This design comes from an exercise in tuning for small area on the open sky130 flow, not from production work. RTL that was checked went through simulation tests only; none was proved equivalent to the original. No activity file was given, so power comes from the tool's default toggle rates.

==> module alu, before the edit <==
module alu(sum, sat, a, b, inv, cin);
  output [15:0] sum;		 
  output [11:0] sat;		 
  input [15:0] a, b;
  input inv, cin;
  rca #(16) iADD(.s(sum), .a(a), .b(b ^ {16{inv}}), .ci(cin));
  assign sat = (~sum[15] & |sum[14:11]) ? 12'h7ff :
               ( sum[15] & ~&sum[14:11]) ? 12'h800 : sum[11:0];
endmodule
==> module motion, before the edit <==
module motion(addr, strt_cnv, lft, rht, IR_out_en, IR_mid_en, IR_in_en, res, cnv_cmplt, go, pwm_cnt, clk, rst_n);
output reg [10:0] lft, rht;
output [2:0] addr;
output strt_cnv, IR_out_en, IR_mid_en, IR_in_en;
input [11:0] res;
input [9:0] pwm_cnt;
input cnv_cmplt, go, clk, rst_n;
localparam IDLE = 3'd0, TW = 3'd1, CW = 3'd2, CI = 3'd3, CALC = 3'd4;
reg [2:0] state;
reg [12:0] tmr;
reg [2:0] chnnl;
reg [1:0] itg_cnt;
reg [10:0] Fwd;
reg [15:0] Accum;
reg [11:0] Intgrl;
reg [13:0] Error;
wire s_idle = (state == IDLE);
wire s_tw   = (state == TW);
wire s_cw   = (state == CW);
wire s_ci   = (state == CI);
wire s_calc = state[2];
wire ch5 = chnnl[2] & chnnl[0];
wire cnv_done = s_cw & cnv_cmplt;
wire itg = s_ci & (&itg_cnt);
wire [12:0] tmr_nxt = {tmr[11:0], ~(tmr[12] ^ tmr[10] ^ tmr[8] ^ tmr[7])};
wire tmr32   = ((tmr & 13'h285) == 13'h081);
wire tmr4096 = ((tmr & 13'hdff) == 13'h05a);
wire [7:0] tk = {tmr[6] & ~tmr[7], tmr[5] & ~tmr[6], tmr[4] & ~tmr[5], tmr[3] & ~tmr[4],
                 tmr[2] & ~tmr[3], tmr[1] & ~tmr[2], tmr[0] & ~tmr[1], ~tmr[0]};
assign strt_cnv = s_tw & (chnnl[0] ? tmr32 : tmr4096);
wire [15:0] sum;
wire [11:0] sat;
wire t0 = s_calc & tk[0];
wire t1 = s_calc & tk[1];
wire t2 = s_calc & tk[2];
wire t3 = s_calc & tk[3];
wire tF = s_calc & (tk[4] | tk[6]);	 
wire tR = s_calc & (tk[5] | tk[7]);	 
wire tRn = tR & Accum[15];		 
wire t45 = s_calc & tmr[3] & ~tmr[5];	 
wire [11:0] E = Error[11:0];
wire [11:0] I = Intgrl;
wire [15:0] opA = ({16{s_tw | s_cw | t1 | (tR & ~Accum[15])}} & Accum) |
                  {15'b0, tRn} |
                  ({16{s_ci}} & {{4{Intgrl[11]}}, Intgrl}) |
                  ({16{tF}} & {5'b0, Fwd}) |
                  ({16{t0}} & {{1{E[11]}}, E, 3'b000}) |
                  ({16{t2}} & {{1{I[11]}}, I, 3'b000}) |
                  ({16{t3}} & {{6{Accum[15]}}, Accum[14:5]});
wire rep = strt_cnv & ((~chnnl[2] & chnnl[1] & chnnl[0]) | (chnnl[2] & ~chnnl[1] & ~chnnl[0]));
wire [13:0] res_sc = (s_cw & chnnl[2]) ? {res, 2'b00} : {2'b00, res};
wire [15:0] opB = ({16{cnv_done | rep}} & {2'b00, res_sc}) |
                  ({16{s_ci}} & {{8{E[11]}}, E[11:4]}) |
                  ({16{t1}} & {{10{E[11]}}, E[11:6]}) |
                  ({16{t2}} & {{4{I[11]}}, I}) |
                  ({16{tRn}} & Accum) |
                  ({16{t0 | t3 | tF}} & {{2{Error[13]}}, Error});	 
wire inv = (s_cw & chnnl[0]) | (rep & chnnl[2]) | t0 | t1 | t2 | t45 | tRn;
wire cin = (s_cw & chnnl[0]) | (rep & chnnl[2]) | t0 | (t1 & ~|E[5:0]) | t2 | t45 | tRn;
alu iALU(.sum(sum), .sat(sat), .a(opA), .b(opB), .inv(inv), .cin(cin));
wire PWM_sig = ~pwm_cnt[7] | (~|pwm_cnt[6:4] & ~(pwm_cnt[3] & pwm_cnt[2] & (pwm_cnt[1] | pwm_cnt[0])));
always @(posedge clk, negedge rst_n)
	if (!rst_n)
		state <= IDLE;
	else case (state)
		IDLE: if (go) state <= TW;
		TW:   if (strt_cnv) state <= CW;
		CW:   if (cnv_cmplt) state <= ch5 ? CI : TW;
		CI:   state <= CALC;
		default: if (tk[7]) state <= IDLE;
	endcase
always @(posedge clk)
	if (s_idle | s_ci | (cnv_done & ~chnnl[0]))
		tmr <= 13'h0;
	else
		tmr <= tmr_nxt;
always @(posedge clk, negedge rst_n)
	if (!rst_n)
		chnnl <= 3'h0;
	else if (s_idle & go)
		chnnl <= 3'h0;
	else if (cnv_done & ~ch5)
		chnnl <= chnnl + 1'b1;
always @(posedge clk, negedge rst_n)
	if (!rst_n)
		itg_cnt <= 2'b00;
	else if (s_calc & tk[7])
		itg_cnt <= itg_cnt + 1'b1;
wire [10:0] Fwd_inc;
inc #(11) iFWD(.s(Fwd_inc), .a(Fwd), .ci(itg & ~&Fwd[10:8]));
always @(posedge clk)
	if (~go)
		Fwd <= 11'h000;
	else
		Fwd <= Fwd_inc;
always @(posedge clk)
	Accum <= sum;
always @(posedge clk)
	if (cnv_done & ch5)
		Error <= {{2{sat[11]}}, sat};
	else if (t1)
		Error <= sum[14:1];
	else if (t3)
		Error <= sum[13:0];
always @(posedge clk, negedge rst_n)
	if (!rst_n)
		Intgrl <= 12'h000;
	else if (itg)
		Intgrl <= sat;
wire v_neg = Accum[15];
wire [9:0] drv_mag = v_neg ? (((|sum[14:12]) | (sum[11] & |sum[10:1])) ? 10'h000 : sum[10:1])
                           : ((|sum[14:11]) ? 10'h3ff : sum[10:1]);
wire [10:0] drv_sm = {v_neg, drv_mag};
always @(posedge clk, negedge rst_n)
	if (!rst_n)
		rht <= 11'h000;
	else if (!go)
		rht <= 11'h000;
	else if (s_calc & tk[5])
		rht <= drv_sm;
always @(posedge clk, negedge rst_n)
	if (!rst_n)
		lft <= 11'h000;
	else if (!go)
		lft <= 11'h000;
	else if (s_calc & tk[7])
		lft <= drv_sm;
assign addr = (chnnl == 3'b000) ? 3'b001:
              (chnnl == 3'b001) ? 3'b000:
              (chnnl == 3'b010) ? 3'b100:
              (chnnl == 3'b011) ? 3'b010:
              (chnnl == 3'b100) ? 3'b011:
              3'b111;
wire IR_en = (s_idle & go) | s_tw | (s_cw & ~(chnnl[0] & cnv_cmplt));
assign IR_in_en  = IR_en & ~chnnl[2] & ~chnnl[1] & PWM_sig;
assign IR_mid_en = IR_en & ~chnnl[2] &  chnnl[1] & PWM_sig;
assign IR_out_en = IR_en &  chnnl[2] & PWM_sig;
endmodule
Settings: LEC_CHECK=0, CAP_MARGIN=20, CORE_MARGIN=2, CORE_UTILIZATION=40, SLEW_MARGIN=20; clock period 20.0 ns.
standard.sh (not shown) runs the stock make flow with config.mk's settings and CLKGATE_MAP_FILE= SYNTH_SCRIPT=/design/flow/synth_recipe.tcl, a recipe that flattens the netlist after the stock synthesis.
==> flow/flow/run.sh <==
#!/bin/bash
# Layout flow: the standard flow (standard synthesis unchanged), with
#  - the port buffers made with the smallest buffer (buf_1) instead of the default,
#  - clock tree synthesis with clkbuf_8 leaf clusters of at most 14 sinks and no
#    dummy loads.
# Every tool's output goes to standard.log in this folder (ORFS also keeps its own
# per-step logs under orfs/logs).
set -o pipefail
CTS="-sink_clustering_enable -repair_clock_nets -sink_clustering_size 14 -sink_clustering_max_diameter 80 -buf_list sky130_fd_sc_hd__clkbuf_8 -dont_use_dummy_load"
bash standard.sh "BUFFER_PORTS_ARGS=-buffer_cell sky130_fd_sc_hd__buf_1" "CTS_ARGS=$CTS" finish > standard.log 2>&1
Then changed:
--- a/flow/design.v
+++ b/flow/design.v
@@ -204,12 +204,17 @@
 		cnv_cmplt <= 1'b1;
 endmodule
-module alu(sum, sat, a, b, inv, cin);
+module alu(sum, sat, ic, a, b, inv, cin, intgrl);
   output [15:0] sum;		 
   output [11:0] sat;		 
+  output [9:0] ic;
   input [15:0] a, b;
   input inv, cin;
+  input [11:0] intgrl;
   rca #(16) iADD(.s(sum), .a(a), .b(b ^ {16{inv}}), .ci(cin));
   assign sat = (~sum[15] & |sum[14:11]) ? 12'h7ff :
                ( sum[15] & ~&sum[14:11]) ? 12'h800 : sum[11:0];
+  wire [14:0] i7;
+  rca #(15) iIC(.s(i7), .a({intgrl, 3'b000}), .b(~{{3{intgrl[11]}}, intgrl}), .ci(1'b1));
+  assign ic = i7[14:5];
 endmodule
 module rca #(parameter W = 16) (s, a, b, ci);
@@ -269,21 +274,15 @@
 wire [15:0] sum;
 wire [11:0] sat;
+wire [9:0] ic;
 wire t0 = s_calc & tk[0];
 wire t1 = s_calc & tk[1];
-wire t2 = s_calc & tk[2];
-wire t3 = s_calc & tk[3];
 wire tF = s_calc & (tk[4] | tk[6]);	 
 wire tR = s_calc & (tk[5] | tk[7]);	 
-wire tRn = tR & Accum[15];		 
 wire t45 = s_calc & tmr[3] & ~tmr[5];	 
 wire [11:0] E = Error[11:0];
-wire [11:0] I = Intgrl;
-wire [15:0] opA = ({16{s_tw | s_cw | t1 | (tR & ~Accum[15])}} & Accum) |
-                  {15'b0, tRn} |
+wire [15:0] opA = ({16{s_tw | s_cw | t1 | tR}} & Accum) |
                   ({16{s_ci}} & {{4{Intgrl[11]}}, Intgrl}) |
                   ({16{tF}} & {5'b0, Fwd}) |
-                  ({16{t0}} & {{1{E[11]}}, E, 3'b000}) |
-                  ({16{t2}} & {{1{I[11]}}, I, 3'b000}) |
-                  ({16{t3}} & {{6{Accum[15]}}, Accum[14:5]});
+                  ({16{t0}} & {{1{E[11]}}, E, 3'b000});
 wire rep = strt_cnv & ((~chnnl[2] & chnnl[1] & chnnl[0]) | (chnnl[2] & ~chnnl[1] & ~chnnl[0]));
 wire [13:0] res_sc = (s_cw & chnnl[2]) ? {res, 2'b00} : {2'b00, res};
@@ -291,10 +290,9 @@
                   ({16{s_ci}} & {{8{E[11]}}, E[11:4]}) |
                   ({16{t1}} & {{10{E[11]}}, E[11:6]}) |
-                  ({16{t2}} & {{4{I[11]}}, I}) |
-                  ({16{tRn}} & Accum) |
-                  ({16{t0 | t3 | tF}} & {{2{Error[13]}}, Error});	 
-wire inv = (s_cw & chnnl[0]) | (rep & chnnl[2]) | t0 | t1 | t2 | t45 | tRn;
-wire cin = (s_cw & chnnl[0]) | (rep & chnnl[2]) | t0 | (t1 & ~|E[5:0]) | t2 | t45 | tRn;
-alu iALU(.sum(sum), .sat(sat), .a(opA), .b(opB), .inv(inv), .cin(cin));
+                  ({16{t0 | tF}} & {{2{Error[13]}}, Error}) |	 
+                  ({16{tR}} & {{6{ic[9]}}, ic});
+wire inv = (s_cw & chnnl[0]) | (rep & chnnl[2]) | t0 | t1 | t45;
+wire cin = (s_cw & chnnl[0]) | (rep & chnnl[2]) | t0 | (t1 & ~|E[5:0]) | t45;
+alu iALU(.sum(sum), .sat(sat), .ic(ic), .a(opA), .b(opB), .inv(inv), .cin(cin), .intgrl(Intgrl));
 wire PWM_sig = ~pwm_cnt[7] | (~|pwm_cnt[6:4] & ~(pwm_cnt[3] & pwm_cnt[2] & (pwm_cnt[1] | pwm_cnt[0])));
 always @(posedge clk, negedge rst_n)
@@ -339,6 +337,4 @@
 	else if (t1)
 		Error <= sum[14:1];
-	else if (t3)
-		Error <= sum[13:0];
 always @(posedge clk, negedge rst_n)
 	if (!rst_n)
@@ -346,8 +342,8 @@
 	else if (itg)
 		Intgrl <= sat;
-wire v_neg = Accum[15];
-wire [9:0] drv_mag = v_neg ? (((|sum[14:12]) | (sum[11] & |sum[10:1])) ? 10'h000 : sum[10:1])
-                           : ((|sum[14:11]) ? 10'h3ff : sum[10:1]);
-wire [10:0] drv_sm = {v_neg, drv_mag};
+wire [10:0] drv = sat[11:1];
+wire [9:0] drv_mag;
+inc #(10) iMAG(.s(drv_mag), .a(drv[9:0] ^ {10{drv[10]}}), .ci(drv[10]));
+wire [10:0] drv_sm = {drv[10], drv_mag};
 always @(posedge clk, negedge rst_n)
 	if (!rst_n)
Result: The new run finished clean; sequential cell count is unchanged; design area came out higher slightly; clock power barely changes; setup slack gains 0.025 ns; sequential power barely changes; total power came out higher slightly; register-to-register slack loses 0.90 ns; combinational power came out higher by a little under a tenth; non-clock buffer count came out higher by 2; synthesized area stays flat.
Only the layout flow was run in the first run of this note; the RTL was not checked for function there.
